Source: an optimization exercise on an open RTL-to-GDS flow (aim: small area, a short achievable clock period and few clock cycles per item). Production flows keep margins and buffers that such runs may drop.
Where RTL was checked, it was by simulation tests only, not by an equivalence proof against the original.
No functional check of the RTL was part of run 8.
Power is estimated from default activity; no workload was simulated.

## design/flow/config.mk

```make
export PLATFORM = sky130hd
export DESIGN_NAME = prng
export DESIGN_NICKNAME = prng
export VERILOG_FILES = /design/flow/design.v
export SDC_FILE = /design/flow/constraint.sdc
export NUM_CORES = 8
export LEC_CHECK = 0
export CAP_MARGIN = 20
export CORE_MARGIN = 2
export CORE_UTILIZATION = 40
export SLEW_MARGIN = 70
```

## design/flow/constraint.sdc

```tcl
create_clock -name core_clock -period 9.0 [get_ports {clk}]
set_input_delay 1.8000 -clock core_clock [delete_from_list [all_inputs] [get_ports {clk}]]
set_output_delay 1.8000 -clock core_clock [all_outputs]
set_load 0.01 [all_outputs]
```

## design/flow/design.v

```verilog
`timescale 1ns / 1ps
module prng (
	input clk,     
	input rst,   
	input [31:0] seed,
	input start,
	input cont,
	output reg done,
	output [31:0] rand_num
);
localparam B  = 4;                 
localparam NB = (31 + B - 1) / B;  
reg [30:0] acc;    
reg  [2:0] cnt;    
reg  [3:0] nen;    
wire busy = !nen[0];
assign rand_num = {1'b0, acc};
wire [30:0] nen_bits = {{7{nen[3]}}, {8{nen[2]}}, {8{nen[1]}}, {8{nen[0]}}};
wire [30:0] b = ~({acc[2:0], acc[30:3]} | nen_bits);
wire [30:0] g = acc & b;    
wire [30:0] p = acc ^ b;    
localparam LB = (B > 8) ? 4 : (B > 4) ? 3 : (B > 2) ? 2 : (B > 1) ? 1 : 0;   
wire [30:0] lg [0:LB];
wire [30:0] lp [0:LB];
wire [30:0] gl = lg[LB];
wire [30:0] pl = lp[LB];
assign lg[0] = g;
assign lp[0] = p;
wire [NB-1:0] bg, bp;
wire [30:0] c;
genvar i, j, k;
generate
	for (k = 0; k < LB; k = k + 1) begin : local_level
		for (i = 0; i < 31; i = i + 1) begin : local_bit
			localparam LO = i - i % B;
			localparam OFF = i % B;
			localparam J = LO + (OFF & ~((2 << k) - 1)) + (1 << k) - 1;
			if ((OFF >> k) & 1) begin : merge
				assign lg[k+1][i] = lg[k][i] | lp[k][i] & lg[k][J];
				assign lp[k+1][i] = lp[k][i] & lp[k][J];
			end else begin : pass
				assign lg[k+1][i] = lg[k][i];
				assign lp[k+1][i] = lp[k][i];
			end
		end
	end
	for (j = 0; j < NB; j = j + 1) begin : block_gp
		localparam TOP = (j * B + B - 1 > 30) ? 30 : j * B + B - 1;
		assign bg[j] = gl[TOP];
		assign bp[j] = pl[TOP];
	end
endgenerate
localparam L = (NB > 16) ? 5 : (NB > 8) ? 4 : (NB > 4) ? 3 : (NB > 2) ? 2 : 1;   
wire [NB-1:0] cg [0:L];
wire [NB-1:0] cp [0:L];
assign cg[0] = bg;
assign cp[0] = bp;
generate
	for (k = 0; k < L; k = k + 1) begin : ring_level
		for (j = 0; j < NB; j = j + 1) begin : ring_block
			localparam J2 = (j + NB - (1 << k) % NB) % NB;
			assign cg[k+1][j] = cg[k][j] | cp[k][j] & cg[k][J2];
			assign cp[k+1][j] = cp[k][j] & cp[k][J2];
		end
	end
	for (i = 0; i < 31; i = i + 1) begin : carry
		localparam BI = i / B;
		localparam BPREV = (BI + NB - 1) % NB;
		if (i % B == 0) begin : first
			assign c[i] = cg[L][BPREV];
		end else begin : next
			assign c[i] = gl[i-1] | pl[i-1] & cg[L][BPREV];
		end
	end
endgenerate
wire [3:0]  keep = ~nen | {4{done}};
wire [30:0] keep_bits = {{7{keep[3]}}, {8{keep[2]}}, {8{keep[1]}}, {8{keep[0]}}};
wire [30:0] x = (p & keep_bits) | ({seed[15:0], seed[30:16]} & ~keep_bits);
always @(posedge clk)
	acc <= x ^ c;
always @(posedge clk) begin
	if (rst) begin
		nen  <= 4'hf;
		done <= 1'b0;
		cnt  <= 3'd0;
	end else if (busy) begin
		cnt <= cnt + 3'd1;
		if (cnt == 3'd4)        nen[0] <= 1'b1;
		if (cnt[2])             nen[1] <= 1'b1;
		if (cnt[2] && !cnt[1])  nen[2] <= 1'b1;
		if (cnt[2] && !cnt[0])  nen[3] <= 1'b1;
		if (cnt == 3'd4)        done  <= 1'b1;
	end else if (done) begin
		if (!start) done <= 1'b0;
	end else if (start) begin
		nen <= 4'd0;
		cnt <= 3'd0;
	end
end
endmodule
```

## design/flow/flow/run.sh

```bash
#!/bin/bash
# The standard layout (standard.sh) with these changes:
#  - synthesis: ABC maps the logic with flow/abc.script instead of ORFS's
#    abc_speed.script; everything else, registers included, is as in the
#    standard flow;
#  - the port buffers are plain buffers (sky130_fd_sc_hd__buf_1) instead of
#    the cell buffer_ports picks by itself;
#  - timing repair aims for 6.3 ns of setup slack.
set -euo pipefail
cp -r "$FLOW_HOME/scripts" scripts
cp flow/abc.script scripts/abc_speed.script
export SCRIPTS_DIR="$PWD/scripts"
export BUFFER_PORTS_ARGS="-buffer_cell sky130_fd_sc_hd__buf_1"
export SETUP_SLACK_MARGIN=6.3
bash standard.sh > standard.log 2>&1
```

## design/flow/flow/abc.script

```
&get -n
&st
&syn2
&dch
&nf -R 20
&put
buffer -c
topo
stime -c
upsize -c
dnsize -c
```

## design/flow/standard.sh

```bash
#!/bin/bash
# synth_recipe.tcl (not shown) runs the flow's synth.tcl, then flattens the netlist and writes it again
# the make line also repeats each setting of config.mk as NAME=value (left out here)
make -C /OpenROAD-flow-scripts/flow DESIGN_CONFIG=/design/flow/config.mk WORK_HOME=/design/flow/orfs CLKGATE_MAP_FILE= SYNTH_SCRIPT=/design/flow/synth_recipe.tcl "${@:-finish}"
```

==> summary.md, run 1 <==
| Metric | Value |
|---|---|
| Status | timing/DRC/antenna clean |
| Crit path max-delay family | flip-flops |
| Pwr dens | 333.4 nW/µm² |
| Syn Std Cell Area | 2764 µm² |
| Final Skew | 4.651 ps |
| WHS Endpoint | cnt[2] |
| Crit path launch type | flip-flop |
| Sequential share of the synthesized area | 0.2825 |
| Worst path bufs/invs | 1 |
| Leak pwr | approximately 1.5 nW |
| Worst-skew pair later-pin latency | approximately 300 ps |
| Clock-pin slew of the registers on the worst-case setup and hold paths | 80 ps |
| Num CTS Buffers | 5 |
| Drt pass-1 iters | 4 |
| Die height | 87.13 µm |
| Period minus WS final | 2655 ps |
| Core Area | 6756 µm² |
| Syn-to-layout area delta | 16.84% |
| Mean post-synth cell area | between 8 and 9 µm² |
| Class of the worst hold path | reg -> reg |
| Wire length of the first global-routing pass | roughly 11000 µm |
| Num rows | 30 |
| Cells after DPL | 461 |
| N_diodes | 0 |
| Slew Viols, Final | 0 |
| Detailed Place HPWL | between 5000 and 6000 µm |
| Worst r2r src | nen[1] |
| DRT antenna net count | 0 |
| Crit path launch | acc[28] |
| DRC | 0 |
| Non-Filler Instances | 470 |
| Post-synth EDFFs | 0 |
| Fin. Hold Viols | 0 |
| Hold path startpoint | cnt[2] |
| FFs w/ async S/R, synth | 0 |
| MaxCap Viol Count | 0 |
| Worst Slack Setup Final | 6345 ps |
| Reg2reg end | acc[15] |
| Mapped Nets | ~400 |
| Worst ir drop on vdd | 0.1346 mV |
| Placed inst area | 3103 µm² |
| Clock Tree Root | clkbuf_8 |
| Routed wire length | approximately 6400 µm |
| Grt total ovfl | 0 |
| Post-synth top cells | nor2_1, dfxtp_1, ha_1, a21oi_1, mux2i_1 |
| Hold path cells | 2 |
| Vias in the first global route | 2376 |
| RSZ-0062 raised after global routing | true |
| Total die area | 7591 µm² |
| CP Capture Type | output pin |
| IO Pins | 69 |
| Most frequent cell after synthesis | nor2_1 |
| Placer Congestion | 0.7920 |
| Fin crit share | 0.2950 |
| Worst Path Required | between 7000 and 8000 ps |
| Final net count | ~460 |
| Crit-path cells | buf_1 |
| Die Span X | 87.13 µm |
| Post-synth top flop | dfxtp_1 |
| H-tree Lvls | 2 |
| Initial Util | 0.4091 |
| Fillers | approximately 710 |
| Total track usage | 0.1764 |
| Maximum clock rate | 376.6 MHz |
| Worst Path Arrival | 860 ps |
| Peak fanout along the critical path | 3 |
| Layout cells sized above 1 | 0.09744 |
| Yosys reg bits | 39 |
| Worst reg-to-reg path cell count | 11 |
| Final Cell Area | 3229 µm² |
| Wirelength per Cell | 13.71 µm |
| DR vias | approximately 2.5k |
| Initial DRC count | 43 |
| Pre-CTS WS | 6359 ps |
| Initial antenna violation count | 0 |
| Final setup fails | 0 |
| Share of the synthesized area in the top cell type | 0.2825 |
| Library cells used by synthesis | 36 |
| Cells after synthesis | 325 |
| Dominant cells by area after synthesis | dfxtp_1, ha_1, mux2i_1 |
| CP max stage cell | dfxtp_1 |
| Synth area leader | dfxtp_1 |
| Setup tns final | 0 ps |
| Clock Sinks | 39 |
| Largest net degree at the start of global routing | 14 |
| Worst Path Class, Setup | reg -> out |
| Pwr Total | 0.001077 W |
| CTS max path bufs | 2 |
| Vias per inst | 5.249 |
| Total of warnings raised by yosys | 1 |
| Clock tree from TritonCTS | built |
| Worst reg2reg setup slack | 6510 ps |
| CP max stage delay | 390 ps |
| I/O Buffers | between 60 and 70 |
-- cells by family after synthesis --
| logic type | count (synthesis) | share of synthesized area |
|---|---|---|
| xor+xnor | 31 | 0.09823 |
| flops | 39 | 0.2825 |
| fa+ha+maj | 33 | 0.1494 |
| mux | 29 | 0.1050 |
| other cells | 1 | 0.001357 |
| simple gates | 99 | 0.1593 |
| compound gates | 76 | 0.1797 |
| buf+inv | 17 | 0.02445 |
-- report_power, final --
group	switching [W]	internal, W	total, W
Clock	0.0000638	0.0000700	0.000134
Combinational	0.000365	0.000251	0.000615
Sequential	0.0000726	0.000255	0.000328
Total	0.000501	0.000576	0.00108
-- how the worst max path moves through the flow --
stage,endpoint,slack [ps],cells past startpoint
after global placement,acc[15],6310,11
after floorplan,nen[0],6560,3
after CTS,rand_num[17],6320,1
final,rand_num[28],6340,1
after global routing,acc[11],6290,10
after detailed placement,nen[3],6360,6
-- stage by stage --
stage | util | hold slack (ps)
finish | 0.4780 | 525.0
global route | 0.4780 | 574.4
CTS | 0.4756 | 527.5
detailed placement | 0.4593 | 509.0
global placement | 0.4544 | 512.5
floorplan | - | 490.9
-- repair_timing --
action | in CTS | in global routing
setup buffers | 1 | 0
hold buffers | 0 | 0
setup endpoints to repair | 1 | 15
resized for setup | 1 | 7
gates cloned | 0 | 0
-- cell type report --
type                    count  area [µm²]  share of cell area
inverters                   8       30.03            0.009299
flip-flops and latches     39       795.8              0.2464
repair buffers             66       251.5             0.07788
multi-input cells         269        1952              0.6044
clock buffers               8       100.1             0.03100
well taps                  80       100.1             0.03100
-- metal layers --
layer / routed length [µm] / track usage / vias to the layer above
li1: - / - / 1287
met1: 3175 / 0.2336 / 1124
met2: 2951 / 0.2922 / 48
met3: 236 / 0.02938 / 8
met4: 82 / 0.05734 / 0
met5: 0 / 0 / -
-- cell usage in the layout, fill, tap and decap left out, drive strengths merged --
cell    count
a211oi      1
a21o        9
a21oi      33
a22oi       1
a31o        6
a31oi       4
a41oi       1
and3        2
buf        66
clkbuf      8
conb        1
dfxtp      39
ha         33
inv         8
mux2i      29
nand2      21
nand2b      4
nand3       6
nand4       6
nor2       55
nor2b       3
nor3        1
o21ai      11
o21bai      2
o31ai       8
or3         1
xnor2      18
xor2       13
-- tightest hold or removal path: cells and delay by family, from the launching register on --
kind | cells | cell delay (ps)
flip-flops | 1 | 330
AO/OA/AOI/OAI | 1 | 110
AND/OR/NAND/NOR | 1 | 50
-- sequential cells by signal, indices dropped and copies added (netlist names) --
| signal | flops |
|---|---|
| done | 1 |
| cnt | 3 |
| nen | 4 |
| acc | 31 |
Testbench counts, summed over its fixed seeds: cycles 18,432, items 2,048.
==> inputs of run 2 (changes only) <==
--- a/design/flow/config.mk
+++ b/design/flow/config.mk
@@ -8,4 +8,4 @@
 export CAP_MARGIN = 20
 export CORE_MARGIN = 2
 export CORE_UTILIZATION = 40
-export SLEW_MARGIN = 70
+export SLEW_MARGIN = 50
==> run 2 against run 1 <==
Still clean on timing, DRC and antenna. Worst setup slack lost 8.9 ps. First-iteration DRC count grew 74%. Worst hold slack gained 11 ps. Clock-buffer cell count shrank 3. Wire length grew 0.37%.
==> summary.md, run 2 <==
| Metric | Value |
|---|---|
| M2 GR Usage | 0.2977 (+0.005552) |
| Final setup fails | 0 (unchanged) |
| Syn Std Cell Area | 2764 µm² (unchanged) |
| CP max stage delay | 420 ps (+30 ps) |
| Max reg flops | 31 (unchanged) |
| Final design utilization | 0.4722 (-0.005741) |
| Final net count | 457 (-0.22%) |
| I/O Buffers | 65 (unchanged) |
| Initial antenna violation count | 0 (unchanged) |
| Clock-pin slew of the registers on the worst-case setup and hold paths | 80 ps (about the same) |
| Clock tree from TritonCTS | built |
| Worst Slack Setup Final | 6336 ps (-8.940 ps) |
| Worst ir drop on vdd | 0.1419 mV (+5.5%) |
| Pwr Total | 0.001065 W (-1.1%) |
| Post-synth top cells | nor2_1, dfxtp_1, ha_1, a21oi_1, mux2i_1 |
| Library cells used by synthesis | 36 (unchanged) |
| CTS max path bufs | 2 (unchanged) |
| Share of the synthesized area in the top cell type | 0.2825 (unchanged) |
| Initial Util | 0.4091 (unchanged) |
| Die Span X | 87.13 µm (unchanged) |
| Yosys reg bits | 39 (unchanged) |
| Synth area leader | dfxtp_1 |
| Most frequent cell after synthesis | nor2_1 |
| Total of warnings raised by yosys | 1 (unchanged) |
| Commonest non-fill, non-tap cell in the layout | buf_1 |
| Crit path max-delay family | flip-flops |
| Detailed Place HPWL | 5209 µm (-0.21%) |
| Post-synth top flop | dfxtp_1 |
| Class of the worst hold path | reg -> reg |
| Setup tns final | 0 ps (unchanged) |
| Worst-skew pair later-pin latency | 290 ps (about the same) |
| Slew HR | 0.5842 |
| Wire length of the first global-routing pass | 10830 µm (+1.4%) |
| Highest-count cells in the layout ignoring fill and taps | buf_1, nor2_1, ha_1 |
| Num CTS Buffers | 5 (unchanged) |
| Total track usage | 0.1776 (+0.001181) |
| Vias in the first global route | 2380 (+0.17%) |
| RSZ-0062 raised after global routing | true |
| Maximum clock rate | 375.3 MHz (-0.34%) |
| Wirelength per Cell | 13.79 µm (+0.59%) |
| Worst-margin pin slew | 623.0 ps |
| DRC | 0 (unchanged) |
| Worst path bufs/invs | 1 (unchanged) |
| Largest regs | acc x31, nen x4, cnt x3 |
| Num rows | 30 (unchanged) |
| Worst Path Required | 7200 ps (about the same) |
| IO Pins | 69 (unchanged) |
| Pwr dens | 333.7 nW/µm² (about the same) |
| DRT antenna net count | 0 (unchanged) |
| Cells after synthesis | 325 (unchanged) |
| Layout cells sized above 1 | 0.1003 (+0.002821) |
| Fillers | 718 (+1.4%) |
| CP max stage cell | dfxtp_4 |
| Non-Filler Instances | 469 (-0.21%) |
| MaxCap Viol Count | 0 (unchanged) |
| H-tree Lvls | 2 (unchanged) |
| Vias per inst | 5.294 (+0.86%) |
| Period minus WS final | 2664 ps (+8.940 ps) |
| Largest reg by FF count | acc |
| Clock Tree Root | clkbuf_8 |
| Core Area | 6756 µm² (unchanged) |
| Total die area | 7591 µm² (unchanged) |
| CP Capture Type | output pin |
| Placer Congestion | 0.7920 (unchanged) |
| Syn-to-layout area delta | 15.44% |
| Crit path launch type | flip-flop |
| Dominant cells by area after synthesis | dfxtp_1, ha_1, mux2i_1 |
| Pre-CTS WS | 6273 ps (-86.66 ps) |
| Met3 usage | 0.03318 (+0.003791) |
| Clock Sinks | 39 (unchanged) |
| Cells after DPL | 461 (unchanged) |
| Crit-path cells | clkbuf_2 |
| Worst Path Class, Setup | reg -> out |
| Fin crit share | 0.2960 (+0.0009933) |
| Mapped Nets | 394 (unchanged) |
| Met1 Use GR | 0.2377 (+0.004058) |
| Fin. Hold Viols | 0 (unchanged) |
| Grt total ovfl | 0 (unchanged) |
| Largest net degree at the start of global routing | 14 (unchanged) |
| Drt pass-1 iters | 4 (unchanged) |
| Post-synth EDFFs | 0 (unchanged) |
| Peak fanout along the critical path | 7 (+4) |
| FFs w/ async S/R, synth | 0 (unchanged) |
| Initial DRC count | 75 (+74%) |
| Sequential share of the synthesized area | 0.2825 (unchanged) |
| Die height | 87.13 µm (unchanged) |
| Worst Path Arrival | 860 ps (about the same) |
| Routed wire length | 6469 µm (+0.37%) |
| Slew Viols, Final | 0 (unchanged) |
| N_diodes | 0 (unchanged) |
| DR vias | 2483 (+0.65%) |
| Leak pwr | 1.465 nW (-1.8%) |
| Status | timing/DRC/antenna clean |
| Mean post-synth cell area | 8.504 µm² (unchanged) |
| Final Skew | 5.110 ps (+0.4588 ps) |
| GR peak layer | met2 |
run 2: cell count changes in the layout (fill, tap and decap cells not counted), sizes merged:
cell	before	now
clkinv	0	3
clkbuf	8	6
buf	66	64
run 2: final timing paths:
check / from / endpoint / slack [ps] / depth (start not counted)
setup reg to reg: nen[1] / acc[11] / 6510 / 10
hold / removal: cnt[0] / cnt[0] / 540 / 2
setup / recovery: done / done / 6340 / 1
hold reg to reg: cnt[0] / cnt[0] / 540 / 2
run 2: where the power goes:
part	leakage [nW]	total (W)	switching (W)	internal, W
Sequential	0.328	0.000329	0.0000740	0.000255
Combinational	1.09	0.000615	0.000365	0.000250
Clock	0.0477	0.000121	0.0000676	0.0000532
run 2: what timing repair did:
| action | CTS | global route |
|---|---|---|
| setup endpoints to repair | 8 | 15 |
| setup buffers | 0 | 0 |
| pin swaps | 0 | 0 |
| gates resized for setup | 2 | 10 |
| hold buffers | 0 | 0 |
run 2: routing by layer:
| layer | up-vias | routed length [µm] |
|---|---|---|
| li1 | 1286 | - |
| met1 | 1149 | 3167 |
| met2 | 43 | 2994 |
| met3 | 5 | 247 |
| met4 | 0 | 59 |
| met5 | - | 0 |
run 2: logic make-up (layout without fill, tap and decap cells):
| logic type | after synthesis | in the layout | share of synthesized area |
|---|---|---|---|
| DFF | 39 | 39 | 0.2825 |
| other | 1 | 1 | 0.001357 |
| muxes | 29 | 29 | 0.1050 |
| adders and majority gates | 33 | 33 | 0.1494 |
| and+or+nand+nor | 99 | 99 | 0.1593 |
| buffers and inverters | 17 | 81 | 0.02445 |
| AOI/OAI and AO/OA | 76 | 76 | 0.1797 |
| xor gates and xnor gates | 31 | 31 | 0.09823 |
run 2: area by class of cell:
cell class,count,area [µm²],area share
flip-flops and latches,39,794.5,0.2490
multi-input cells,269,1937,0.6071
inverters,8,30.03,0.009412
repair buffers,65,245.2,0.07686
clock inverters,3,15.01,0.004706
clock buffers,5,68.82,0.02157
well taps,80,100.1,0.03137
run 2: per-stage QoR:
stage | instance area (µm²) | hold slack, ps
floorplan | 2764 | 490.9
global placement | 3070 | 512.5
detailed placement | 3080 | 514.7
CTS | 3167 | 535.5
global route | 3191 | 572.2
finish | 3191 | 536.0
==> inputs of run 3 (changes only) <==
--- a/design/flow/config.mk
+++ b/design/flow/config.mk
@@ -5,7 +5,7 @@
 export SDC_FILE = /design/flow/constraint.sdc
 export NUM_CORES = 8
 export LEC_CHECK = 0
-export CAP_MARGIN = 20
+export CAP_MARGIN = 50
 export CORE_MARGIN = 2
 export CORE_UTILIZATION = 40
 export SLEW_MARGIN = 50
==> run 3 against run 2 <==
Sequential cell count did not move. Cell count is the same. Clock power is essentially flat. Total power is the same. Clock skew stayed put. Sequential share of layout area stayed put. Worst setup slack unchanged. First-iteration DRC count stayed put. Critical path type unchanged.
==> summary.md, run 3 <==
| Metric | Value |
|---|---|
| Status | timing/DRC/antenna clean |
| Pre-CTS WS | 6273 ps (unchanged) |
| Worst Path Class, Setup | reg -> out |
| Clock Tree Root | clkbuf_8 |
| Fin. Hold Viols | 0 (unchanged) |
| Dominant cells by area after synthesis | dfxtp_1, ha_1, mux2i_1 |
| RSZ-0062 raised after global routing | true |
| Sequential power share | 0.309 (about the same) |
| Die Span X | 87.13 µm (unchanged) |
| Total of warnings raised by yosys | 1 (unchanged) |
| Post-synth EDFFs | 0 (unchanged) |
| Clock Sinks | 39 (unchanged) |
| Worst Path Required | 7200 ps (about the same) |
| Period minus WS final | 2664 ps (unchanged) |
| IO Pins | 69 (unchanged) |
| Pint | 0.0005583 W (unchanged) |
| Worst-margin pin slew | 623.0 ps (unchanged) |
| Detailed Place HPWL | 5209 µm (unchanged) |
| Worst path bufs/invs | 1 (unchanged) |
| Mean post-synth cell area | 8.504 µm² (unchanged) |
| Largest net degree at the start of global routing | 14 (unchanged) |
| Most frequent cell after synthesis | nor2_1 |
| CP max stage delay | 420 ps (about the same) |
| Slew HR | 0.5842 (unchanged) |
| Class of the worst hold path | reg -> reg |
| Peak fanout along the critical path | 7 (unchanged) |
| Placed inst area | 3080 µm² (unchanged) |
| Post-CTS Hold Buffers | 0 (unchanged) |
| Crit-path cells | clkbuf_2 |
| Vias per inst | 5.294 (unchanged) |
| Mapped Nets | 394 (unchanged) |
| Pwr dens | 333.7 nW/µm² (unchanged) |
| Maximum clock rate | 375.3 MHz (unchanged) |
| Wirelength per Cell | 13.79 µm (unchanged) |
| Commonest non-fill, non-tap cell in the layout | buf_1 |
| Library cells used by synthesis | 36 (unchanged) |
| Crit path max-delay family | flip-flops |
| CP max stage cell | dfxtp_4 |
| Largest reg by FF count | acc |
| Num CTS Buffers | 5 (unchanged) |
| MaxCap Viol Count | 0 (unchanged) |
| Switching Fraction | 0.4756 (unchanged) |
| Clock-pin slew of the registers on the worst-case setup and hold paths | 80 ps (about the same) |
| Post-synth top cells | nor2_1, dfxtp_1, ha_1, a21oi_1, mux2i_1 |
| Final Skew | 5.110 ps (unchanged) |
| Setup tns final | 0 ps (unchanged) |
| Final Cell Area | 3191 µm² (unchanged) |
| Synth area leader | dfxtp_1 |
| N_diodes | 0 (unchanged) |
| H-tree Lvls | 2 (unchanged) |
| Combinational fraction of design power | 0.578 (about the same) |
| Final net count | 457 (unchanged) |
| Share of the synthesized area in the top cell type | 0.2825 (unchanged) |
| DRC | 0 (unchanged) |
| Leak pwr | 1.465 nW (unchanged) |
| Slew Viols, Final | 0 (unchanged) |
| Wire length of the first global-routing pass | 10830 µm (unchanged) |
| Clock power frac | 0.113 (about the same) |
| Largest regs | acc x31, nen x4, cnt x3 |
| Max reg flops | 31 (unchanged) |
| Final setup fails | 0 (unchanged) |
| Initial antenna violation count | 0 (unchanged) |
| Worst Path Arrival | 860 ps (about the same) |
| Num rows | 30 (unchanged) |
| Fin crit share | 0.2960 (unchanged) |
| FFs w/ async S/R, synth | 0 (unchanged) |
| Crit path launch type | flip-flop |
| I/O Buffers | 65 (unchanged) |
| Sequential share of the synthesized area | 0.2825 (unchanged) |
| Sw power | 0.0005064 W (unchanged) |
| Layout cells sized above 1 | 0.1003 (unchanged) |
| Clock tree from TritonCTS | built |
| Syn-to-layout area delta | 15.44% (unchanged) |
| Initial DRC count | 75 (unchanged) |
| Syn Std Cell Area | 2764 µm² (unchanged) |
| Placer Congestion | 0.7920 (unchanged) |
| Yosys reg bits | 39 (unchanged) |
| Worst ir drop on vdd | 0.1419 mV (unchanged) |
| Total track usage | 0.1776 (unchanged) |
| Total die area | 7591 µm² (unchanged) |
| Routed wire length | 6469 µm (unchanged) |
| CTS max path bufs | 2 (unchanged) |
| Worst Slack Setup Final | 6336 ps (unchanged) |
| Core Area | 6756 µm² (unchanged) |
| DR vias | 2483 (unchanged) |
| Cells after synthesis | 325 (unchanged) |
| Worst-skew pair later-pin latency | 290 ps (about the same) |
| Highest-count cells in the layout ignoring fill and taps | buf_1, nor2_1, ha_1 |
| CP Capture Type | output pin |
| Vias in the first global route | 2380 (unchanged) |
| Die height | 87.13 µm (unchanged) |
| Post-synth top flop | dfxtp_1 |
| Drt pass-1 iters | 4 (unchanged) |
| Grt total ovfl | 0 (unchanged) |
| DRT antenna net count | 0 (unchanged) |
| Initial Util | 0.4091 (unchanged) |
-- run 3: cell counts after synthesis --
Identical to the previous run, type by type.
-- run 3: path summary, 6_finish.rpt --
path	startpoint	to	slack, ps	depth (start not counted)
setup reg to reg	nen[1]	acc[11]	6510	10
setup / recovery	done	done	6340	1
hold reg to reg	cnt[0]	cnt[0]	540	2
hold / removal	cnt[0]	cnt[0]	540	2
-- run 3: power by group through the flow --
| stage | logic [W] | clock network [W] | registers [W] |
|---|---|---|---|
| finish | 0.000615 | 0.000121 | 0.000329 |
| global route | 0.000692 | 0.000130 | 0.000342 |
| CTS | 0.000614 | 0.000125 | 0.000330 |
| detailed placement | 0.000610 | 0 | 0.000334 |
| global placement | 0.000600 | 0 | 0.000332 |
| floorplan | 0.000433 | 0 | 0.000346 |
-- run 3: cell families (layout without fill, tap and decap cells) --
family                     count (synthesis)  after routing  share of synthesized area
xor gates and xnor gates                  31             31                    0.09823
buffers and inverters                     17             81                    0.02445
and+or+nand+nor                           99             99                     0.1593
AOI/OAI and AO/OA                         76             76                     0.1797
other                                      1              1                   0.001357
adders and majority gates                 33             33                     0.1494
DFF                                       39             39                     0.2825
muxes                                     29             29                     0.1050
-- run 3: what timing repair did --
item / 4_1_cts / 5_1_grt
endpoints found under the setup margin: 8 / 15
buffers inserted: 0 / 0
resized for setup: 2 / 10
-- run 3: cell type report --
type                    instances  area (µm²)
clock buffers                   5       68.82
well taps                      80       100.1
fillers                       718        3566
inverters                       8       30.03
flip-flops and latches         39       794.5
clock inverters                 3       15.01
multi-input cells             269        1937
repair buffers                 65       245.2
-- run 3: metal layers --
| metal | track usage | up-vias | part of all wire | wire (µm) |
|---|---|---|---|---|
| li1 | - | 1286 | - | - |
| met1 | 0.2377 | 1149 | 0.49 | 3167 |
| met2 | 0.2977 | 43 | 0.46 | 2994 |
| met3 | 0.03318 | 5 | 0.038 | 247 |
| met4 | 0.03916 | 0 | 0.0091 | 59 |
| met5 | 0 | - | 0 | 0 |
-- run 3: per-stage QoR --
step	total power, W	util	hold slack [ps]	instances
after global placement	0.0009317	0.4544	512.5	461
after detailed placement	0.0009438	0.4559	514.7	461
after CTS	0.001069	0.4687	535.5	469
after floorplan	0.0007790	-	490.9	325
final	0.001065	0.4722	536.0	469
after global routing	0.001164	0.4722	572.2	469
==> inputs of run 4 (changes only) <==
==> design/flow/config.mk (replaced) <==
export PLATFORM = sky130hd
export DESIGN_NAME = prng
export DESIGN_NICKNAME = prng
export VERILOG_FILES = /design/flow/design.v
export SDC_FILE = /design/flow/constraint.sdc
export NUM_CORES = 8
export LEC_CHECK = 0
export CAP_MARGIN = 20
export CORE_MARGIN = 2
export CORE_UTILIZATION = 40
export SLEW_MARGIN = 85
==> run 4 against run 3 <==
Still clean. Maximum frequency down 0.16%. Sequential power up 2%. Wire length up 14%. Synthesized cell count unchanged. Synthesized area unchanged. Non-clock buffer count up 40. Combinational power up about 40%. Sequential cell count unchanged. Sequential share of layout area down 4.2 points. Worst hold slack worse by 0.90 ps. Register-to-register slack worse by 120 ps. First-iteration DRC count up 13%. Critical endpoint is now rand_num[29].
==> summary.md, run 4 <==
| Metric | Value |
|---|---|
| Status | timing/DRC/antenna clean |
| MaxCap Viol Count | 0 (unchanged) |
| Worst Path Required | 7200 ps (about the same) |
| Cells after synthesis | 325 (unchanged) |
| Crit path depth | 1 (unchanged) |
| Mean post-synth cell area | 8.504 µm² (unchanged) |
| Pre-CTS WS | 6192 ps (-80.80 ps) |
| Hold path cells | 2 (unchanged) |
| Initial antenna violation count | 0 (unchanged) |
| Maximum clock rate | 374.7 MHz (-0.16%) |
| Largest reg by FF count | acc |
| Final setup fails | 0 (unchanged) |
| FF/Latch Area | 805.8 µm² (+1.4%) |
| Clock tree from TritonCTS | built |
| Yosys reg bits | 39 (unchanged) |
| Die height | 87.13 µm (unchanged) |
| Num CTS Buffers | 5 (unchanged) |
| Clock Tree Root | clkbuf_8 |
| CTS max path bufs | 2 (unchanged) |
| Setup tns final | 0 ps (unchanged) |
| Wirelength per Cell | 14.47 µm (+4.9%) |
| Most frequent cell after synthesis | nor2_1 |
| Worst ir drop on vdd | 0.1633 mV (+15%) |
| Mapped Nets | 394 (unchanged) |
| Die Span X | 87.13 µm (unchanged) |
| Clock power frac | 0.111 (-0.002) |
| Routed wire length | 7367 µm (+14%) |
| Commonest non-fill, non-tap cell in the layout | buf_1 |
| Fin crit share | 0.2965 (+0.0004756) |
| Crit-path cells | buf_1 |
| Vias in the first global route | 2595 (+9.0%) |
| Post-synth top cells | nor2_1, dfxtp_1, ha_1, a21oi_1, mux2i_1 |
| Sequential share of the synthesized area | 0.2825 (unchanged) |
| Post-synth EDFFs | 0 (unchanged) |
| Post-CTS Hold Buffers | 0 (unchanged) |
| CP max stage cell | dfxtp_1 |
| Peak fanout along the critical path | 3 (-4) |
| DRT antenna net count | 0 (unchanged) |
| Sequential power share | 0.249 (-0.060) |
| Detailed Place HPWL | 5721 µm (+9.8%) |
| Worst Slack Setup Final | 6331 ps (-4.280 ps) |
| Num rows | 30 (unchanged) |
| Fillers | 613 (-15%) |
| Combinational fraction of design power | 0.640 (+0.062) |
| Initial Util | 0.4091 (unchanged) |
| Final Skew | 5.945 ps (+0.8344 ps) |
| Library cells used by synthesis | 36 (unchanged) |
| H-tree Lvls | 2 (unchanged) |
| Grt total ovfl | 0 (unchanged) |
| Clock Sinks | 39 (unchanged) |
| Syn Std Cell Area | 2764 µm² (unchanged) |
| Dominant cells by area after synthesis | dfxtp_1, ha_1, mux2i_1 |
| Pwr dens | 345.1 nW/µm² (+3.4%) |
| N_diodes | 0 (unchanged) |
| Clock-pin slew of the registers on the worst-case setup and hold paths | 80 ps (about the same) |
| Drt pass-1 iters | 4 (unchanged) |
| Crit path launch type | flip-flop |
| Max reg flops | 31 (unchanged) |
| DR vias | 2665 (+7.3%) |
| Initial DRC count | 85 (+13%) |
| Total track usage | 0.1947 (+0.01709) |
| Vias per inst | 5.236 (-1.1%) |
| Highest-count cells in the layout ignoring fill and taps | buf_1, nor2_1, dfxtp_1 |
| Worst path bufs/invs | 1 (unchanged) |
| Sw power | 0.0006453 W (+27%) |
| Period minus WS final | 2669 ps (+4.280 ps) |
| Placer Congestion | 0.7920 (unchanged) |
| Layout cells sized above 1 | 0.2774 (+0.1771) |
| Crit path max-delay family | flip-flops |
| Worst reg-to-reg path cell count | 13 (+3) |
| DRC | 0 (unchanged) |
| CP max stage delay | 400 ps (-20 ps) |
| Fin. Hold Viols | 0 (unchanged) |
| Share of the synthesized area in the top cell type | 0.2825 (unchanged) |
| Class of the worst hold path | reg -> reg |
| Core Area | 6756 µm² (unchanged) |
| Largest regs | acc x31, nen x4, cnt x3 |
| Switching Fraction | 0.4804 (+0.004771) |
| IO Pins | 69 (unchanged) |
| Syn-to-layout area delta | 40.83% |
| Leak pwr | 1.664 nW (+14%) |
| Synth area leader | dfxtp_1 |
| Worst Path Arrival | 870 ps (about the same) |
| CP Capture Type | output pin |
| Pint | 0.0006979 W (+25%) |
| Total of warnings raised by yosys | 1 (unchanged) |
| Slew Viols, Final | 0 (unchanged) |
| FFs w/ async S/R, synth | 0 (unchanged) |
| I/O Buffers | 65 (unchanged) |
| RSZ-0062 raised after global routing | true |
| Post-synth top flop | dfxtp_1 |
| Wire length of the first global-routing pass | 11840 µm (+9.4%) |
| Largest net degree at the start of global routing | 14 (unchanged) |
| Worst-skew pair later-pin latency | 300 ps (about the same) |
| Total die area | 7591 µm² (unchanged) |
| Multi-input gate area | 2402 µm² (+24%) |
| Worst Path Class, Setup | reg -> out |
| Worst hold slack | 535.1 ps (-0.8970 ps) |
| Final net count | 497 (+8.8%) |
==> run 4: cell counts after synthesis <==
Identical to the previous run, type by type.
==> run 4: routing by layer <==
metal	wire length [µm]	share of wire	global-route usage	up-vias
li1	-	-	-	1358
met5	0	0	0	-
met2	3528	0.48	0.3262	41
met1	3483	0.47	0.2557	1257
met4	102	0.014	0.04895	0
met3	252	0.034	0.04076	9
==> run 4: cell families (layout without fill, tap and decap cells) <==
| logic type | after synthesis | count (layout) | synth area share |
|---|---|---|---|
| other | 1 | 1 | 0.001357 |
| adder cells (fa/ha/maj) | 33 | 33 | 0.1494 |
| XOR/XNOR | 31 | 31 | 0.09823 |
| buffers and inverters | 17 | 121 | 0.02445 |
| flip-flops | 39 | 39 | 0.2825 |
| AND/OR/NAND/NOR | 99 | 99 | 0.1593 |
| AO/OA/AOI/OAI | 76 | 76 | 0.1797 |
| multiplexers | 29 | 29 | 0.1050 |
==> run 4: final cells by class <==
cell class / count / share of cell area
clock buffers: 5 / 0.01768
clock inverters: 3 / 0.009965
inverters: 8 / 0.007715
multi-input cells: 269 / 0.6172
flip-flops and latches: 39 / 0.2070
well taps: 80 / 0.02572
repair buffers: 105 / 0.1148
==> run 4: power by group through the flow <==
| stage | clock (W) | sequential [W] | combinational, W |
|---|---|---|---|
| 4_1_cts | 0.000154 | 0.000329 | 0.000789 |
| 6_report | 0.000150 | 0.000334 | 0.000860 |
| 3_3_place_gp | 0 | 0.000332 | 0.000600 |
| 5_1_grt | 0.000158 | 0.000346 | 0.000938 |
| 2_1_floorplan | 0 | 0.000346 | 0.000433 |
| 3_5_place_dp | 0 | 0.000333 | 0.000780 |
==> run 4: repair_timing <==
action	CTS	global route
resized for setup	6	17
endpoints found under the hold margin	0	0
pin swaps	1	8
setup endpoints to repair	7	12
buffers inserted	2	6
==> run 4: final timing paths <==
kind         slack (ps)  startpoint      endpoint
min                 540      cnt[0]        cnt[0]
min reg2reg         540      cnt[0]        cnt[0]
max reg2reg        6390      nen[2]       acc[11]
max                6330     acc[29]  rand_num[29]
==> run 4: through the flow <==
step	util	area, µm²	power (W)	instances
after floorplan	-	2764	0.0007790	325
after global placement	0.4544	3070	0.0009317	461
after detailed placement	0.5313	3590	0.001113	492
after CTS	0.5502	3717	0.001273	502
after global routing	0.5761	3892	0.001443	509
final	0.5761	3892	0.001343	509
==> inputs of run 5 (changes only) <==
--- a/design/flow/config.mk
+++ b/design/flow/config.mk
@@ -8,4 +8,4 @@
 export CAP_MARGIN = 20
 export CORE_MARGIN = 2
 export CORE_UTILIZATION = 40
-export SLEW_MARGIN = 85
+export SLEW_MARGIN = 60
==> run 5 against run 4 <==
Cell count fell by 7.7%. Synthesized cell count stayed put. Non-clock buffer count fell by 39. Clock-buffer cell count did not move. Critical path depth unchanged. Synthesized area unchanged. Sequential cell count did not move. First-iteration DRC count is 14% lower. Largest cell class unchanged. Largest power group unchanged.
==> summary.md, run 5 <==
| Metric | Value |
|---|---|
| Total track usage | 0.1772 (-0.01748) |
| Crit path launch type | flip-flop |
| Wire length of the first global-routing pass | 10800 µm (-8.8%) |
| Worst Path Class, Setup | reg -> out |
| Initial Util | 0.4091 (unchanged) |
| Clock tree from TritonCTS | built |
| Leak pwr | 1.475 nW (-11%) |
| Vias per inst | 5.302 (+1.3%) |
| Status | timing/DRC/antenna clean |
| Initial DRC count | 73 (-14%) |
| DRC | 0 (unchanged) |
| Die height | 87.13 µm (unchanged) |
| Placer Congestion | 0.7920 (unchanged) |
| Worst path bufs/invs | 1 (unchanged) |
| Maximum clock rate | 375.9 MHz (+0.32%) |
| RSZ-0062 raised after global routing | true |
| Pre-CTS WS | 6277 ps (+84.89 ps) |
| Worst-skew pair later-pin latency | 300 ps (about the same) |
| CP max stage cell | dfxtp_1 |
| Highest-count cells in the layout ignoring fill and taps | buf_1, nor2_1, ha_1 |
| Pwr Total | 0.001066 W (-21%) |
| Worst Path Arrival | 860 ps (about the same) |
| Crit path max-delay family | flip-flops |
| Post-CTS Hold Buffers | 0 (unchanged) |
| Largest reg by FF count | acc |
| DRT antenna net count | 0 (unchanged) |
| Dominant cells by area after synthesis | dfxtp_1, ha_1, mux2i_1 |
| Share of the synthesized area in the top cell type | 0.2825 (unchanged) |
| Multi-input gate area | 1947 µm² (-19%) |
| Largest net degree at the start of global routing | 14 (unchanged) |
| CP Capture Type | output pin |
| Post-synth top flop | dfxtp_1 |
| Num CTS Buffers | 5 (unchanged) |
| Clock Tree Root | clkbuf_8 |
| Max reg flops | 31 (unchanged) |
| Die Span X | 87.13 µm (unchanged) |
| Pwr dens | 332.3 nW/µm² (-3.7%) |
| Commonest non-fill, non-tap cell in the layout | buf_1 |
| Synth area leader | dfxtp_1 |
| DR vias | 2492 (-6.5%) |
| Clock-pin slew of the registers on the worst-case setup and hold paths | 90 ps (about the same) |
| Syn-to-layout area delta | 16.07% |
| Wirelength per Cell | 13.76 µm (-4.9%) |
| Yosys reg bits | 39 (unchanged) |
| IO Pins | 69 (unchanged) |
| Class of the worst hold path | reg -> reg |
| Setup tns final | 0 ps (unchanged) |
| Final setup fails | 0 (unchanged) |
| Largest regs | acc x31, nen x4, cnt x3 |
| Total of warnings raised by yosys | 1 (unchanged) |
| Peak fanout along the critical path | 3 (unchanged) |
| Sequential share of the synthesized area | 0.2825 (unchanged) |
| I/O Buffers | 65 (unchanged) |
| Clock Sinks | 39 (unchanged) |
| Fin crit share | 0.2956 (-0.0009322) |
| Slew HR | 0.6382 |
| Worst Path Required | 7200 ps (about the same) |
| FF/Latch Area | 795.8 µm² (-1.2%) |
| Final Skew | 9.023 ps (+3.079 ps) |
| CP max stage delay | 400 ps (about the same) |
| Mean post-synth cell area | 8.504 µm² (unchanged) |
| MaxCap Viol Count | 0 (unchanged) |
| Worst ir drop on vdd | 0.1402 mV (-14%) |
| Core Area | 6756 µm² (unchanged) |
| Grt total ovfl | 0 (unchanged) |
| Library cells used by synthesis | 36 (unchanged) |
| CTS max path bufs | 2 (unchanged) |
| Final net count | 458 (-7.8%) |
| H-tree Lvls | 2 (unchanged) |
| Initial antenna violation count | 0 (unchanged) |
| Layout cells sized above 1 | 0.1026 (-0.1748) |
| Syn Std Cell Area | 2764 µm² (unchanged) |
| Routed wire length | 6467 µm (-12%) |
| Crit-path cells | buf_1 |
| Worst-margin pin slew | 540.2 ps |
| Worst Slack Setup Final | 6340 ps (+8.390 ps) |
| Fillers | 717 (+17%) |
| Fin. Hold Viols | 0 (unchanged) |
| FFs w/ async S/R, synth | 0 (unchanged) |
| Mapped Nets | 394 (unchanged) |
| Post-synth top cells | nor2_1, dfxtp_1, ha_1, a21oi_1, mux2i_1 |
| Num rows | 30 (unchanged) |
| Cells after synthesis | 325 (unchanged) |
| Post-synth EDFFs | 0 (unchanged) |
| Total die area | 7591 µm² (unchanged) |
| Vias in the first global route | 2376 (-8.4%) |
| Worst hold slack | 537.3 ps (+2.254 ps) |
| Most frequent cell after synthesis | nor2_1 |
| Slew Viols, Final | 0 (unchanged) |
| Drt pass-1 iters | 4 (unchanged) |
| Detailed Place HPWL | 5204 µm (-9.0%) |
| N_diodes | 0 (unchanged) |
| Period minus WS final | 2660 ps (-8.390 ps) |
run 5: layout make-up:
class                      count  share of cell area
clock buffer                   5             0.02145
sequential                    39              0.2480
clock inverter                 3            0.004680
tap                           80             0.03120
inverter                       8            0.009360
multi-input combinational    269              0.6069
timing repair buffer          66             0.07839
run 5: report_power, final:
part | leakage, nW | switching, W | internal [W] | total [W]
logic | 1.10 | 0.000365 | 0.000251 | 0.000616
clock network | 0.0477 | 0.0000671 | 0.0000532 | 0.000120
registers | 0.328 | 0.0000746 | 0.000255 | 0.000330
run 5: what timing repair did:
action | CTS | global route
setup endpoints to repair | 8 | 16
setup buffers | 0 | 1
resized for setup | 2 | 10
run 5: layer usage:
metal  vias up  routed length (µm)  track usage
li1       1289                   -            -
met1      1157                3226       0.2359
met2        41                2972       0.2970
met3         5                 210      0.03412
met4         0                  58      0.04056
met5         -                   0            0
run 5: per-stage QoR:
| step | instance area, µm² | cells | utilization |
|---|---|---|---|
| 2_1_floorplan | 2764 | 325 | - |
| 3_3_place_gp | 3070 | 461 | 0.4544 |
| 3_5_place_dp | 3085 | 461 | 0.4567 |
| 4_1_cts | 3172 | 469 | 0.4694 |
| 5_1_grt | 3208 | 470 | 0.4748 |
| 6_report | 3208 | 470 | 0.4748 |
run 5: worst paths after layout:
kind	start	end	slack [ps]	depth (start not counted)
max	acc[28]	rand_num[28]	6340	1
min	cnt[0]	cnt[0]	540	2
max reg2reg	nen[2]	acc[15]	6500	11
min reg2reg	cnt[0]	cnt[0]	540	2
run 5: cells by family after synthesis:
group | count (synthesis) | synth area share
buf+inv | 17 | 0.02445
compound gates | 76 | 0.1797
fa+ha+maj | 33 | 0.1494
other cells | 1 | 0.001357
simple gates | 99 | 0.1593
mux | 29 | 0.1050
xor+xnor | 31 | 0.09823
flops | 39 | 0.2825
run 5: worst register-to-register path, delay by kind of cell, from the launching register on:
family | cells | cell delay, ps
xor+xnor | 1 | 120
flops | 1 | 430
simple gates | 1 | 70
buf+inv | 1 | 90
fa+ha+maj | 1 | 340
compound gates | 7 | 1350
==> inputs of run 6 (changes only) <==
--- a/design/flow/config.mk
+++ b/design/flow/config.mk
@@ -8,4 +8,4 @@
 export CAP_MARGIN = 20
 export CORE_MARGIN = 2
 export CORE_UTILIZATION = 40
-export SLEW_MARGIN = 60
+export SLEW_MARGIN = 40
==> run 6 against run 5 <==
Still clean. Utilization fell by 0.24 points. Combinational power barely moved. Cell count fell by 0.21%. Total power fell by 0.43%. Largest power group unchanged.
==> summary.md, run 6 <==
| Metric | Value |
|---|---|
| Synth area leader | dfxtp_1 |
| FFs w/ async S/R, synth | 0 (unchanged) |
| Crit-path cells | clkbuf_2 |
| Worst-skew pair later-pin latency | 300 ps (about the same) |
| Grt total ovfl | 0 (unchanged) |
| Worst hold slack | 542.6 ps (+5.260 ps) |
| Fillers | 707 (-1.4%) |
| Worst ir drop on vdd | 0.1427 mV (+1.7%) |
| Placer Congestion | 0.7920 (unchanged) |
| Maximum clock rate | 376.1 MHz (about the same) |
| Syn Std Cell Area | 2764 µm² (unchanged) |
| Num rows | 30 (unchanged) |
| Crit path max-delay family | flip-flops |
| Largest regs | acc x31, nen x4, cnt x3 |
| Most frequent cell after synthesis | nor2_1 |
| Total die area | 7591 µm² (unchanged) |
| Mean post-synth cell area | 8.504 µm² (unchanged) |
| Library cells used by synthesis | 36 (unchanged) |
| Mapped Nets | 394 (unchanged) |
| Worst-margin pin slew | 603.1 ps (+62.85 ps) |
| Core Area | 6756 µm² (unchanged) |
| I/O Buffers | 65 (unchanged) |
| Slew Viols, Final | 0 (unchanged) |
| FF/Latch Area | 797.0 µm² (+0.16%) |
| Cells after synthesis | 325 (unchanged) |
| Worst path bufs/invs | 1 (unchanged) |
| Setup Buffers After CTS | 0 (unchanged) |
| Largest reg by FF count | acc |
| Die height | 87.13 µm (unchanged) |
| IO Pins | 69 (unchanged) |
| Fin crit share | 0.2954 (about the same) |
| CP Capture Type | output pin |
| Max reg flops | 31 (unchanged) |
| Wirelength per Cell | 13.78 µm (+0.15%) |
| Post-CTS Hold Buffers | 0 (unchanged) |
| Pre-CTS WS | 6272 ps (-5.140 ps) |
| Highest-count cells in the layout ignoring fill and taps | buf_1, nor2_1, ha_1 |
| Post-synth EDFFs | 0 (unchanged) |
| Layout cells sized above 1 | 0.1054 (+0.002834) |
| Status | timing/DRC/antenna clean |
| Yosys reg bits | 39 (unchanged) |
| Post-synth top flop | dfxtp_1 |
| Fin. Hold Viols | 0 (unchanged) |
| Worst Slack Setup Final | 6341 ps (+1.710 ps) |
| Final net count | 457 (-0.22%) |
| CP max stage cell | dfxtp_4 |
| Dominant cells by area after synthesis | dfxtp_1, ha_1, mux2i_1 |
| Slew HR | 0.5975 (-0.04070) |
| Share of the synthesized area in the top cell type | 0.2825 (unchanged) |
| Die Span X | 87.13 µm (unchanged) |
| Initial Util | 0.4091 (unchanged) |
| Initial antenna violation count | 0 (unchanged) |
| RSZ-0062 raised after global routing | true |
| H-tree Lvls | 2 (unchanged) |
| CTS max path bufs | 2 (unchanged) |
| Post-synth top cells | nor2_1, dfxtp_1, ha_1, a21oi_1, mux2i_1 |
| Final setup fails | 0 (unchanged) |
| Crit path launch type | flip-flop |
| Clock Tree Root | clkbuf_8 |
| MaxCap Viol Count | 0 (unchanged) |
| Total track usage | 0.1764 (-0.0007528) |
| Detailed Place HPWL | 5207 µm (about the same) |
| Leak pwr | 1.464 nW (-0.76%) |
| Final Skew | 9.373 ps (+0.3491 ps) |
| Vias per inst | 5.275 (-0.51%) |
| Drt pass-1 iters | 4 (unchanged) |
| Wire length of the first global-routing pass | 10710 µm (-0.83%) |
| N_diodes | 0 (unchanged) |
| Worst Path Required | 7200 ps (about the same) |
| Worst Path Class, Setup | reg -> out |
| Clock tree from TritonCTS | built |
| Multi-input gate area | 1936 µm² (-0.58%) |
| CP max stage delay | 410 ps (about the same) |
| Commonest non-fill, non-tap cell in the layout | buf_1 |
| DRC | 0 (unchanged) |
| Clock Sinks | 39 (unchanged) |
| Worst Path Arrival | 860 ps (about the same) |
| Pwr dens | 332.6 nW/µm² (about the same) |
| Period minus WS final | 2659 ps (-1.710 ps) |
| Initial DRC count | 73 (unchanged) |
| Total of warnings raised by yosys | 1 (unchanged) |
| Sequential share of the synthesized area | 0.2825 (unchanged) |
| Num CTS Buffers | 5 (unchanged) |
| Pwr Total | 0.001061 W (-0.43%) |
| Setup tns final | 0 ps (unchanged) |
| DR vias | 2474 (-0.72%) |
| Clock-pin slew of the registers on the worst-case setup and hold paths | 90 ps (about the same) |
| Vias in the first global route | 2380 (+0.17%) |
| DRT antenna net count | 0 (unchanged) |
| Largest net degree at the start of global routing | 14 (unchanged) |
| Class of the worst hold path | reg -> reg |
| Syn-to-layout area delta | 15.48% |
| Peak fanout along the critical path | 7 (+4) |
| Routed wire length | 6463 µm (about the same) |
[run 6: layout make-up]
class | count | share of cell area
clock inverter | 3 | 0.004704
tap | 80 | 0.03136
clock buffer | 5 | 0.02156
sequential | 39 | 0.2497
timing repair buffer | 65 | 0.07683
inverter | 8 | 0.009408
multi-input combinational | 269 | 0.6064
[run 6: final timing paths]
kind              startpoint      end  slack [ps]  cells after the start
setup reg to reg      nen[1]  acc[15]        6480                     11
setup / recovery        done     done        6340                      1
hold / removal        cnt[2]   cnt[2]         540                      2
hold reg to reg       cnt[2]   cnt[2]         540                      2
[run 6: layer usage]
metal,track usage,vias up,share of wire
met1,0.2367,1135,0.48
met5,0,-,0
met3,0.03791,8,0.037
met2,0.2908,46,0.47
li1,-,1285,-
met4,0.04056,0,0.011
[run 6: through the flow]
| stage | area (µm²) | std cells | utilization |
|---|---|---|---|
| after floorplan | 2764 | 325 | - |
| after global placement | 3070 | 461 | 0.4544 |
| after detailed placement | 3078 | 461 | 0.4556 |
| after CTS | 3164 | 469 | 0.4683 |
| after global routing | 3192 | 469 | 0.4724 |
| final | 3192 | 469 | 0.4724 |
[run 6: timing repair]
action                                 4_1_cts  5_1_grt
setup endpoints to repair                    7       18
pin swaps                                    0        1
gates resized for setup                      2       12
endpoints found under the hold margin        0        0
[run 6: kinds of logic after synthesis]
kind of cell / count (synthesis) / synth area share
buffers and inverters: 17 / 0.02445
muxes: 29 / 0.1050
AOI/OAI and AO/OA: 76 / 0.1797
xor gates and xnor gates: 31 / 0.09823
other: 1 / 0.001357
adders and majority gates: 33 / 0.1494
DFF: 39 / 0.2825
and+or+nand+nor: 99 / 0.1593
[run 6: where the power goes]
| part | total [W] | internal [W] | switching (W) |
|---|---|---|---|
| clock network | 0.000119 | 0.0000532 | 0.0000663 |
| registers | 0.000328 | 0.000256 | 0.0000724 |
| logic | 0.000614 | 0.000250 | 0.000364 |
| total | 0.00106 | 0.000559 | 0.000502 |
==> inputs of run 7 (changes only) <==
==> design/flow/flow/abc.script (replaced) <==
strash
dch
amap
topo
stime -c
buffer -c
upsize -c
dnsize -c
--- a/design/flow/config.mk
+++ b/design/flow/config.mk
@@ -8,4 +8,4 @@
 export CAP_MARGIN = 20
 export CORE_MARGIN = 2
 export CORE_UTILIZATION = 40
-export SLEW_MARGIN = 40
+export SLEW_MARGIN = 70
==> run 7 against run 6 <==
Clock power grew 13%. Register-to-register slack got worse by 80 ps. First-iteration DRC count rose by 6.8%. Sequential cell count unchanged. Cell count is 12% higher. Combinational power grew 11%. Sequential power barely moved. Critical path depth unchanged. Sequential share of layout area decreased by 1.3 points. Synthesized area up 0.27%. Die area grew 0.25%. Via count is 15% higher. Critical path type unchanged.
==> summary.md, run 7 <==
| Metric | Value |
|---|---|
| Synth area leader | dfxtp_1 |
| Initial DRC count | 78 (+6.8%) |
| Worst Path Arrival | 850 ps (about the same) |
| Initial Util | 0.4102 (+0.001111) |
| Clock-pin slew of the registers on the worst-case setup and hold paths | 80 ps (about the same) |
| Most frequent cell after synthesis | nor2_1 |
| FFs w/ async S/R, synth | 0 (unchanged) |
| Post-synth top flop | dfxtp_1 |
| I/O Buffers | 65 (unchanged) |
| Clock tree from TritonCTS | built |
| Largest net degree at the start of global routing | 14 (unchanged) |
| Detailed Place HPWL | 5604 µm (+7.6%) |
| Highest-count cells in the layout ignoring fill and taps | nor2_1, buf_1, a21oi_1, ha_1, dfxtp_1 |
| Clock Tree Root | clkbuf_8 |
| Initial antenna violation count | 0 (unchanged) |
| Drt pass-1 iters | 4 (unchanged) |
| Crit-path cells | buf_1 |
| Crit path max-delay family | flip-flops |
| Total die area | 7610 µm² (+0.25%) |
| Clock Sinks | 39 (unchanged) |
| Worst Path Required | 7200 ps (about the same) |
| Worst-skew pair later-pin latency | 290 ps (about the same) |
| Setup tns final | 0 ps (unchanged) |
| Peak fanout along the critical path | 3 (-4) |
| Vias per inst | 5.455 (+3.4%) |
| Crit path launch type | flip-flop |
| Fillers | 698 (-1.3%) |
| Largest regs | acc x31, nen x4, cnt x3 |
| Mapped Nets | 430 (+9.1%) |
| Commonest non-fill, non-tap cell in the layout | nor2_1 |
| Placed inst area | 3098 µm² (+0.65%) |
| Worst ir drop on vdd | 0.1275 mV (-11%) |
| RSZ-0062 raised after global routing | true |
| DRT antenna net count | 0 (unchanged) |
| Core Area | 6756 µm² (unchanged) |
| Slew Viols, Final | 0 (unchanged) |
| Pwr Total | 0.001147 W (+8.0%) |
| DR vias | 2853 (+15%) |
| Leak pwr | 1.392 nW (-4.9%) |
| Largest reg by FF count | acc |
| Final Cell Area | 3358 µm² (+5.2%) |
| CP Capture Type | output pin |
| Class of the worst hold path | reg -> reg |
| Final net count | 511 (+12%) |
| Fin crit share | 0.2948 (-0.0005556) |
| Total of warnings raised by yosys | 1 (unchanged) |
| Period minus WS final | 2654 ps (-5.000 ps) |
| Wirelength per Cell | 13.73 µm (-0.35%) |
| CTS max path bufs | 2 (unchanged) |
| Non-Filler Instances | 523 (+12%) |
| Cells after DPL | 501 (+8.7%) |
| Share of the synthesized area in the top cell type | 0.2817 (-0.0007652) |
| Layout cells sized above 1 | 0.1580 (+0.05262) |
| Num rows | 30 (unchanged) |
| Placer Congestion | 0.8203 (+3.6%) |
| Num CTS Buffers | 5 (unchanged) |
| Yosys reg bits | 39 (unchanged) |
| Die Span X | 87.24 µm (+0.13%) |
| IO Pins | 69 (unchanged) |
| CP max stage cell | dfxtp_1 |
| MaxCap Viol Count | 0 (unchanged) |
| Mean post-synth cell area | 7.677 µm² (-9.7%) |
| Post-CTS Hold Buffers | 0 (unchanged) |
| Max reg flops | 31 (unchanged) |
| Vias in the first global route | 2566 (+7.8%) |
| Library cells used by synthesis | 30 (-17%) |
| Syn-to-layout area delta | 21.17% |
| Wire length of the first global-routing pass | 11410 µm (+6.5%) |
| Worst Path Class, Setup | reg -> out |
| Grt total ovfl | 0 (unchanged) |
| Dominant cells by area after synthesis | dfxtp_1, ha_1, nor2_1 |
| Total track usage | 0.1861 (+0.009627) |
| Maximum clock rate | 376.9 MHz (+0.19%) |
| Final setup fails | 0 (unchanged) |
| Final Skew | 6.289 ps (-3.084 ps) |
| Met2 Routed Length | 3333 µm (+9.9%) |
| Fin. Hold Viols | 0 (unchanged) |
| Cells after synthesis | 361 (+11%) |
| Post-synth EDFFs | 0 (unchanged) |
| Worst path bufs/invs | 1 (unchanged) |
| H-tree Lvls | 2 (unchanged) |
| DRC | 0 (unchanged) |
| M1 WL | 3515 µm (+13%) |
| Post-synth top cells | nor2_1, dfxtp_1, a21oi_1, ha_1, nand2_1 |
| Sequential share of the synthesized area | 0.2817 (-0.0007652) |
| DR top layer | met4 |
| Die height | 87.24 µm (+0.13%) |
| DR WL met3 | 286 µm (+19%) |
| Syn Std Cell Area | 2771 µm² (+0.27%) |
| Pwr dens | 341.4 nW/µm² (+2.7%) |
| CP max stage delay | 390 ps (-20 ps) |
| Status | timing/DRC/antenna clean |
| N_diodes | 0 (unchanged) |
| Routed wire length | 7182 µm (+11%) |
-- run 7: cell types whose count changed after synthesis, sizes merged, moves of 9 or more --
cell,before,now
inv,8,20
nor2,55,79
xnor2,18,0
xor2,13,0
o21a,0,9
mux2i,29,0
o22ai,0,24
-- run 7: kinds of logic after synthesis --
logic type,after synthesis,synth area share
AO/OA/AOI/OAI,134,0.3436
AND/OR/NAND/NOR,122,0.1797
flip-flops,39,0.2817
adder cells (fa/ha/maj),33,0.1490
buffers and inverters,32,0.04470
other,1,0.001353
-- run 7: final timing paths --
path              slack [ps]  cells past startpoint      endpoint     from
setup / recovery        6350                      1  rand_num[24]  acc[24]
hold / removal           520                      2        nen[3]   cnt[2]
setup reg to reg        6400                     13        acc[7]   nen[0]
hold reg to reg          520                      2        nen[3]   cnt[2]
-- run 7: repair_timing --
action / 4_1_cts / 5_1_grt
hold endpoints to repair: 0 / 0
resized for setup: 4 / 18
endpoints found under the setup margin: 8 / 17
pin swaps: 0 / 21
buffers inserted: 0 / 14
-- run 7: power by group --
group          leakage, nW  total [W]  internal [W]  switching, W
logic                 1.01   0.000684      0.000276      0.000408
clock network       0.0515   0.000135     0.0000701     0.0000646
registers            0.328   0.000328      0.000252     0.0000763
-- run 7: layout make-up --
type	instances	area (µm²)	area share
Tap cell	80	100.1	0.02981
Multi-Input combinational cell	290	1914	0.5700
Timing Repair Buffer	79	346.6	0.1032
Clock buffer	8	100.1	0.02981
Sequential cell	39	795.8	0.2370
Inverter	27	101.3	0.03018
-- run 7: routing by layer --
| layer | global-route usage | vias up |
|---|---|---|
| met5 | 0 | - |
| met3 | 0.02749 | 4 |
| met2 | 0.2942 | 58 |
| met1 | 0.2624 | 1305 |
| met4 | 0.05455 | 0 |
| li1 | - | 1486 |
-- run 7: stage by stage --
stage / setup WS, ps / hold slack, ps / utilization
final: 6346 / 522.2 / 0.4970
after global routing: 6253 / 558.4 / 0.4970
after CTS: 6306 / 537.3 / 0.4741
after detailed placement: 6206 / 512.7 / 0.4585
after global placement: 6216 / 515.6 / 0.4578
after floorplan: 6575 / 475.4 / -
==> inputs of run 8 (changes only) <==
--- a/design/flow/design.v
+++ b/design/flow/design.v
@@ -8,7 +8,7 @@
 	output reg done,
 	output [31:0] rand_num
 );
-localparam B  = 4;                 
+localparam B  = 3;                 
 localparam NB = (31 + B - 1) / B;  
 reg [30:0] acc;    
 reg  [2:0] cnt;    
==> design/flow/flow/abc.script (replaced) <==
&get -n
&st
&syn2
&dch
&nf -R 20
&put
buffer -c
topo
stime -c
upsize -c
dnsize -c
==> run 8 against run 7 <==
Cell count decreased by 2.7%. Sequential cell count unchanged. Critical endpoint is now rand_num[14]. Largest cell class unchanged. Sequential power increased by 1%. Die area increased by 4.4%. Largest power group unchanged. Clock skew decreased by 1.4 ps. Synthesized cell count decreased by 5.5%.
==> summary.md, run 8 <==
| Metric | Value |
|---|---|
| Status | timing/DRC/antenna clean |
| Mean post-synth cell area | 8.498 µm² (+11%) |
| Final Skew | 4.839 ps (-1.449 ps) |
| IO Pins | 69 (unchanged) |
| Worst Path Class, Setup | reg -> out |
| Max reg flops | 31 (unchanged) |
| Placer Congestion | 0.9085 (+11%) |
| Highest-count cells in the layout ignoring fill and taps | buf_1, nor2_1, ha_1 |
| Xor/xnor cell area share of the yosys netlist | 0.09370 (+0.09370) |
| Largest regs | acc x31, nen x4, cnt x3 |
| Reg2reg end | acc[26] |
| Post-synth top flop | dfxtp_1 |
| Wire length of the first global-routing pass | 11930 µm (+4.6%) |
| Post-synthesis mux area share | 0.1036 (+0.1036) |
| Library cells used by synthesis | 36 (+20%) |
| Core Area | 7137 µm² (+5.6%) |
| Crit path max-delay family | flip-flops |
| I/O Buffers | 65 (unchanged) |
| DRT antenna net count | 0 (unchanged) |
| Sequential share of the synthesized area | 0.2694 (-0.01229) |
| Commonest non-fill, non-tap cell in the layout | buf_1 |
| Most frequent cell after synthesis | nor2_1 |
| Yosys reg bits | 39 (unchanged) |
| CP max stage delay | 390 ps (about the same) |
| Worst r2r src | nen[2] |
| Simple-gate share of the synthesized area | 0.1485 (-0.03115) |
| Cells after synthesis | 341 (-5.5%) |
| MaxCap Viol Count | 0 (unchanged) |
| Initial antenna violation count | 0 (unchanged) |
| Crit path launch type | flip-flop |
| Fillers | 747 (+7.0%) |
| Layout cells sized above 1 | 0.1634 (+0.005401) |
| Synth area leader | dfxtp_1 |
| Final design utilization | 0.4974 (about the same) |
| Peak fanout along the critical path | 3 (unchanged) |
| Post-CTS Hold Buffers | 0 (unchanged) |
| Period minus WS final | 2652 ps (-1.200 ps) |
| Post-synth EDFFs | 0 (unchanged) |
| Largest net degree at the start of global routing | 14 (unchanged) |
| Drt pass-1 iters | 4 (unchanged) |
| Pwr dens | 326.5 nW/µm² (-4.4%) |
| Clock-pin slew of the registers on the worst-case setup and hold paths | 80 ps (about the same) |
| Vias per inst | 5.218 (-4.3%) |
| Hold path startpoint | cnt[2] |
| Clock tree from TritonCTS | built |
| Initial DRC count | 101 (+29%) |
| Class of the worst hold path | reg -> reg |
| Worst path bufs/invs | 1 (unchanged) |
| FFs w/ async S/R, synth | 0 (unchanged) |
| Detailed Place HPWL | 5785 µm (+3.2%) |
| Final Cell Area | 3550 µm² (+5.7%) |
| Clock Sinks | 39 (unchanged) |
| WHS Endpoint | cnt[2] |
| Leak pwr | 1.608 nW (+15%) |
| Syn-to-layout area delta | 22.50% |
| H-tree Lvls | 2 (unchanged) |
| Worst reg-to-reg path cell count | 11 (-2) |
| Worst reg2reg setup slack | 6420 ps (+20 ps) |
| Total die area | 7941 µm² (+4.4%) |
| CTS max path bufs | 2 (unchanged) |
| Num rows | 31 (+3.3%) |
| Share of the synthesized area in the top cell type | 0.2694 (-0.01229) |
| Hold path cells | 2 (unchanged) |
| Die Span X | 89.12 µm (+2.2%) |
| Fin crit share | 0.2947 (about the same) |
| Wirelength per Cell | 14.42 µm (+5.0%) |
| DR vias | 2656 (-6.9%) |
| RSZ-0062 raised after global routing | true |
| Non-Filler Instances | 509 (-2.7%) |
| Placed inst area | 3301 µm² (+6.5%) |
| Setup tns final | 0 ps (unchanged) |
| Final net count | 478 (-6.5%) |
| Maximum clock rate | 377.0 MHz (about the same) |
| Worst-skew pair later-pin latency | 300 ps (about the same) |
| Crit-path cells | buf_1 |
| Total of warnings raised by yosys | 1 (unchanged) |
| Clock Tree Root | clkbuf_8 |
| Die height | 89.12 µm (+2.2%) |
| Dominant cells by area after synthesis | dfxtp_1, ha_1, mux2i_1 |
| Worst Path Arrival | 850 ps (about the same) |
| Slew Viols, Final | 0 (unchanged) |
| Grt total ovfl | 0 (unchanged) |
| Initial Util | 0.4060 (-0.004154) |
| N_diodes | 0 (unchanged) |
| Worst ir drop on vdd | 0.1685 mV (+32%) |
| Main combinational cell family by area after synthesis | compound AO/OA/AOI/OAI gates |
| CP max stage cell | dfxtp_1 |
| Cells after DPL | 497 (-0.80%) |
| Vias in the first global route | 2544 (-0.86%) |
| Largest reg by FF count | acc |
| Post-synth top cells | nor2_1, dfxtp_1, ha_1, mux2i_1, a21oi_1 |
| Syn Std Cell Area | 2898 µm² (+4.6%) |
| Final setup fails | 0 (unchanged) |
| Fin. Hold Viols | 0 (unchanged) |
| Routed wire length | 7338 µm (+2.2%) |
| CP Capture Type | output pin |
| Mapped Nets | 410 (-4.7%) |
| Worst Path Required | 7200 ps (about the same) |
| Synth Area in Compound Gates | 0.2098 (-0.1337) |
| Adder-cell share of the synthesized area | 0.1425 (-0.006497) |
| Total track usage | 0.1897 (+0.003594) |
| Num CTS Buffers | 5 (unchanged) |
| DRC | 0 (unchanged) |
| Worst hold slack | 541.7 ps (+19.45 ps) |
[run 8: area by class of cell]
| cell class | instances | area [µm²] | area share |
|---|---|---|---|
| Timing Repair Buffer | 70 | 285.3 | 0.08037 |
| Multi-Input combinational cell | 279 | 2170 | 0.6112 |
| Inverter | 14 | 52.55 | 0.01480 |
| Sequential cell | 39 | 800.8 | 0.2256 |
| Clock buffer | 6 | 82.58 | 0.02326 |
| Clock inverter | 2 | 35.03 | 0.009870 |
| Tap cell | 99 | 123.9 | 0.03490 |
[run 8: cells by family (layout without fill, tap and decap cells)]
group                      after synthesis  in the layout
xor gates and xnor gates                31             31
muxes                                   30             30
DFF                                     39             39
and+or+nand+nor                         94             94
adders and majority gates               33             33
AOI/OAI and AO/OA                       90             90
buffers and inverters                   23             92
other                                    1              1
[run 8: metal layers]
layer  vias up  global-route usage  wire, µm
met5         -                   0         0
li1       1354                   -         -
met1      1226              0.2535      3458
met3         9             0.03786       349
met2        67              0.3158      3417
met4         0             0.04342       112
[run 8: how the worst max path moves through the flow]
stage,start,cells after the start,to
5_1_grt,nen[0],11,acc[26]
6_report,acc[14],1,rand_num[14]
3_3_place_gp,nen[1],11,acc[17]
3_5_place_dp,nen[1],11,acc[17]
2_1_floorplan,nen[0],12,acc[2]
4_1_cts,done,1,done
[run 8: stage by stage]
stage          total power (W)  setup WS, ps
2_1_floorplan        0.0007850          6506
3_3_place_gp         0.0009513          6202
3_5_place_dp         0.0009731          6230
4_1_cts               0.001134          6247
5_1_grt               0.001269          6242
6_report              0.001159          6348
[run 8: where the power goes]
part	internal, W	switching [W]	leakage, nW
Sequential	0.000255	0.0000768	0.329
Combinational	0.000261	0.000410	1.22
Clock	0.0000898	0.0000659	0.0612
[run 8: timing repair]
item,4_1_cts,5_1_grt
setup buffers,0,4
gates resized for setup,3,23
pin swaps,0,5
endpoints found under the setup margin,11,26
gates cloned,0,0

==> re-timing with driven ports <==
No port has a modelled driver above. Below, the same layouts with a new extraction and two added sets of constraints.
Step 1: set_driving_cell puts a clkbuf_16 on clk and a buf_2 on each other input, an assumption about the parent block.
Step 2, shift: input delay + t, output delay - t, t = (earliest + latest rising clock arrival at the registers) / 2. This alone moves slack from input paths to output paths.
Slacks: ideal ports / drivers / drivers and shift; pairs: ideal ports / drivers.
run	t, ns	slack for setup (ns)	pins driven straight from the clock port
run 1	0.324	6.345 / 6.315 / 6.344	1
run 2	0.323	6.336 / 6.305 / 6.355	1
run 3	0.323	6.336 / 6.305 / 6.355	1
run 4	0.324	6.331 / 6.303 / 6.312	1
run 5	0.323	6.340 / 6.308 / 6.361	1
run 6	0.322	6.341 / 6.312 / 6.347	1
run 7	0.322	6.346 / 6.316 / 6.402	1
run 8	0.323	6.348 / 6.321 / 6.339	1
After both steps every run listed still meets setup and hold. The setup slack of run 4, which loses most, moves by -0.028 ns with the drivers and by -0.019 ns with both steps.
